Source: an optimization exercise on an open RTL-to-GDS flow (aim: small area and a short achievable clock period). Production flows keep margins and buffers that such runs may drop.
Function was not checked in any run shown here: the RTL went through the layout flow alone.

==> flow/design.v, too long to show whole: its modules and the start of the top module <==
// module circuit: 1625 lines
module circuit (
  output [47:0] p,
  input  [17:0] a, b, d,
  input  [47:0] c,
  input  clk, rstn);
  // ...
==> flow/run.sh <==
#!/bin/bash
# synth_recipe.tcl (not shown) runs the flow's synth.tcl, then flattens the netlist and writes it again
# the make line also repeats each setting of config.mk as NAME=value (left out here)
make -C /OpenROAD-flow-scripts/flow DESIGN_CONFIG=/design/flow/config.mk WORK_HOME=/design/flow/orfs CLKGATE_MAP_FILE= SYNTH_SCRIPT=/design/flow/synth_recipe.tcl finish
==> flow/config.mk <==
export PLATFORM = sky130hd
export DESIGN_NAME = circuit
export DESIGN_NICKNAME = circuit
export VERILOG_FILES = /design/flow/design.v
export SDC_FILE = /design/flow/constraint.sdc
export NUM_CORES = 4
export LEC_CHECK = 0
export CAP_MARGIN = 20
export CORE_MARGIN = 2
export CORE_UTILIZATION = 40
export SLEW_MARGIN = 20
==> flow/constraint.sdc <==
create_clock -name core_clock -period 7.0 [get_ports {clk}]
set_input_delay 1.4000 -clock core_clock [delete_from_list [all_inputs] [get_ports {clk}]]
set_output_delay 1.4000 -clock core_clock [all_outputs]
set_load 0.01 [all_outputs]
==> metrics.md, run 1 <==
| Metric | Value |
|---|---|
| Crit. path cell count | `14` |
| CTS Buf Count | `40` |
| Min-delay src | `c_r[0]$_DFF_P_` |
| Status | `complete, no violations` |
| HP Class | `register to register` |
| Post-route setup slack | `3.12 ns` |
| Compound-gate portion of the synthesized area | `4.98%` |
| Final std cells w/o fill | `about 2800` |
| Hold buffers post-CTS | `0` |
| WP buf/inv | `2` |
| First-pass GRT wire length | `74800 microns` |
| Die Wd | `227 microns` |
| DRT Pass-1 Iters | `5` |
| Resized cells post-CTS | `0` |
| Met1 WL | `21200 microns` |
| Final hold vios | `0` |
| RR Startpoint | `t_r_6_0$_DFF_P_` |
| Total wire length | `46500 microns` |
| Post-synth EDFFs | `0` |
| Comb_multi_in | `1117` |
| Reg-to-reg endpoint | `r_r[47]$_DFF_P_` |
| Clock buf count | `51` |
| Post-synth cell types | `48` |
| Yosys top cell area share | `33.7%` |
| FFs w/ async S/R, synth | `0%` |
| Synth Area per Inst | `10.4 sq um` |
| Setup crit end kind | `register` |
| Clock latency (worst-skew pair) | `~0.57 ns` |
| Area leader, netlist | `dfxtp_1` |
| Met3 Usage GRT | `4.25%` |
| Yosys warning count | `1` |
| Largest registers | `c_r (48), p_r (48), r_r (48)` |
| Cell family with the largest share of critical-path delay | `compound AO/OA/AOI/OAI gates` |
| CTS tree | `done` |
| Starting DRT DRC Count | `627` |
==> run 2, diff against run 1 <==
--- a/flow/config.mk
+++ b/flow/config.mk
@@ -8,4 +8,5 @@
 export CAP_MARGIN = 20
 export CORE_MARGIN = 2
 export CORE_UTILIZATION = 40
+export SETUP_SLACK_MARGIN = 4.4
 export SLEW_MARGIN = 20
==> run 2 against run 1 <==
Flip-flop and latch count unchanged. Register-to-register slack better by 0.28 ns. Critical path depth unchanged. Non-clock buffer count up 212. First-iteration DRC count up 40%. Critical endpoint is now r_r[35]$_DFF_P_. Design area up 13%.
==> metrics.md, run 2 <==
| Metric | Value |
|---|---|
| Leading cell types in the layout, fill and taps excluded | `inv_1, dfxtp_1, fa_1` |
| Reg-to-reg endpoint | `r_r[35]$_DFF_P_` |
| Syn nets | `2408` |
| R2R depth | `14` |
| Rel. slew slack | `73.6%` |
| Sequential share of the synthesized area | `33.7%` |
| Antenna-violating nets left | `0` |
| Final cycle utilization of the critical path | `between 50 and 60%` |
| Die area | `a little over 0.05 sq mm` |
| Synth top area cells | `dfxtp_1, fa_1, and2_1` |
| Status | `complete, no violations` |
| Io pins | `152` |
| Initial antenna violation count | `0` |
| Arrival time worst endpoint | `4.05 ns` |
| Input/output buffers | `151` |
| Total global-route track usage | `21.3%` |
| Min-delay src | `c_r[36]$_DFF_P_` |
| Vias in the first global route | `around 15000` |
| R2R Setup Slk | `roughly 3.4 ns` |
| Rows | `between 80 and 90` |
| Wire per inst | `17.9 microns` |
| Clock transition at path regs | `0.06 ns` |
| Register area | `0.00685 sq mm` |
| Number of fillers in the final layout | `4269` |
| Final std cells w/o fill | `2961 (+7.6%)` |
| Clock latency (worst-skew pair) | `0.57 ns (about the same)` |
| Setup Viol. Count Final | `0` |
| Design Area, Final | `0.0265 sq mm` |
| DP HPWL | `around 33000 microns` |
| Crit path time final | `3.60 ns` |
| Hold Path Stages | `0` |
| Starting DRT DRC Count | `879 (+40%)` |
| Die Wd | `227 microns (unchanged)` |
| Core Region | `between 0.04 and 0.05 sq mm` |
| Mapped cell area | `0.0199 sq mm` |
| GRT overflow | `0` |
| Layout cells sized above 1 | `roughly 29%` |
| Yosys top cell area share | `33.7% (unchanged)` |
| First-pass GRT wire length | `83300 microns (+11%)` |
| Largest registers | `c_r (48), p_r (48), r_r (48)` |
| WP buf/inv | `2 (unchanged)` |
| Clock sink count | `roughly 340` |
| Vias per cell | `4.75` |
| Synth Area per Inst | `10.4 sq um (unchanged)` |
| Hold EP | `t_r_36_0$_DFF_P_` |
| Unrepaired setup endpoints after global routing | `true` |
| Synth Flop Type | `dfxtp_1` |
| TNS Setup | `0 ns` |
| Post-synth EDFFs | `0 (unchanged)` |
| Post-Place Cell Area | `0.0224 sq mm` |
| Worst clock skew | `0.0361 ns` |
| Final Net Count | `2755` |
| CTS Buf Count | `37 (-7.5%)` |
| Gpl congestion | `0.849` |
| Crit-path most repeated cell | `inv_2` |
| Commonest non-fill, non-tap cell in the layout | `inv_1` |
| HP Class | `register to register` |
| Leading cell type by number of instances after synthesis | `inv_1` |
| CP required | `7.45 ns` |
| Multi-input gate area | `0.0127 sq mm` |
| CP max-delay cell | `fa_1` |
| MaxCap Viol Count | `0` |
| Max Slew Vio Count | `0` |
| Critical Path Max Stage Delay | `~0.57 ns` |
| Root Buffer | `clkbuf_16` |
| Startpoint types | `register` |
| Die Y | `227 microns` |
| Top post-synthesis cells by count | `inv_1, dfxtp_1, fa_1` |
| DRC Markers | `0` |
| Initial core utilization | `40.6%` |
| Largest net degree at the start of global routing | `52` |
| Layout overhead on the synthesized area | `33.2%` |
| H-tree depth | `2` |
| Worst path cell trace | `inv_2, fa_2, fa_1, inv_2, ha_4, nand3_4, o22ai_4, a211oi_2, o31a_1, o211a_4, nor3_4, o211ai_1, mux2_1, and2_1` |
| Final hold vios | `0 (unchanged)` |
| Crit-path max FO | `5` |
| FFs w/ async S/R, synth | `0% (unchanged)` |
| Worst-Margin Slew | `~0.40 ns` |
| Cell family with the largest share of critical-path delay | `adder cells` |
| RR Startpoint | `t_r_6_1$_DFF_P_` |
| Post-synth cell types | `48 (unchanged)` |
| Yosys reg bits | `335` |
| Final hold slack | `0.326 ns` |
| Cells after Synth | `1924` |
| DRT Pass-1 Iters | `5 (unchanged)` |
| F_max | `0.278 GHz` |
| CTS tree | `done` |
| Vias | `14064` |
| Max Root-Sink Buffers | `3` |
| Cell count after placement | `2681` |
| Area leader, netlist | `dfxtp_1` |
| Total wire length | `53100 microns (+14%)` |
| Crit path kind | `register to register` |
| Yosys warning count | `1 (unchanged)` |
| Setup crit end kind | `register` |
==> run 2: logic make-up after synthesis <==
| logic type | share of synthesized area (%) |
|---|---|
| xor gates and xnor gates | 2.55 |
| DFF | 33.7 |
| and+or+nand+nor | 14.3 |
| buffers and inverters | 8.91 |
| AOI/OAI and AO/OA | 4.98 |
| muxes | 0.107 |
| adders and majority gates | 35.4 |
==> run 2: cell type report <==
class,count,area share (%)
clock buffer,48,3.84
sequential,335,25.8
tap,664,3.13
antenna,1,0.00943
multi-input combinational,1117,47.8
inverter,411,5.82
timing repair buffer,369,12.9
clock inverter,16,0.689
==> run 2: worst max-delay path by stage <==
stage / to / start / slack [ns] / cells past startpoint
after global placement: s_r[18]$_DFF_P_ / b[0] / 3.05 / 13
final: r_r[35]$_DFF_P_ / t_r_6_1$_DFF_P_ / 3.40 / 14
after floorplan: r_r[35]$_DFF_P_ / t_r_6_2$_DFF_P_ / 3.74 / 14
after detailed placement: s_r[18]$_DFF_P_ / b[0] / 3.03 / 13
after CTS: r_r[35]$_DFF_P_ / t_r_6_2$_DFF_P_ / 3.48 / 14
after global routing: r_r[35]$_DFF_P_ / t_r_7_2$_DFF_P_ / 3.32 / 14
==> run 2: per-layer routing <==
metal | vias to the layer above | wire, microns | global-route usage (%) | part of all wire (%)
met3 | 124 | 4420 | 4.93 | 8.3
met5 | - | 0 | 0 | 0
met4 | 0 | 1840 | 7.51 | 3.5
met2 | 533 | 24200 | 34.6 | 46
met1 | 6979 | 22700 | 27.9 | 43
li1 | 6428 | - | - | -
==> run 2: timing repair <==
item,CTS,global route
hold buffers,0,0
setup buffers,184,31
gates resized for setup,385,152
pin swaps,134,100
setup endpoints to repair,164,105
==> run 2: through the flow <==
step,setup WS [ns],utilization (%)
6_report,3.40,54.1
5_1_grt,3.32,54.1
4_1_cts,3.48,52.8
3_5_place_dp,3.03,45.6
3_3_place_gp,3.05,45.6
2_1_floorplan,3.74,-

[port drivers added, routing unchanged]
How much do the figures lean on ideal ports? The routed layouts below were timed once more, with nothing changed but the port constraints. Step 1 sets driving cells, clkbuf_16 on the clock port and buf_2 on the other inputs (assumed; they add their load-dependent delay and slew). Step 2 also shifts input and output timing later by t, the mid clock arrival at the registers, as if the neighbouring blocks saw the same clock. a / b / c = ideal ports / drivers / drivers and shift; a / b = the first two.
| run | shift t [ns] | setup WS [ns] | worst setup path after step 2 | pins driven straight from the clock port |
|---|---|---|---|---|
| run 1 | 0.609 | 3.117 / 3.117 / 2.801 | input to register | 1 |
| run 2 | 0.607 | 3.401 / 3.401 / 3.401 | register to register | 1 |
After both steps setup and hold are still met in every run listed. For run 1, which loses most, drivers alone change the setup slack by 0.000 ns; drivers and shift together by -0.316 ns.
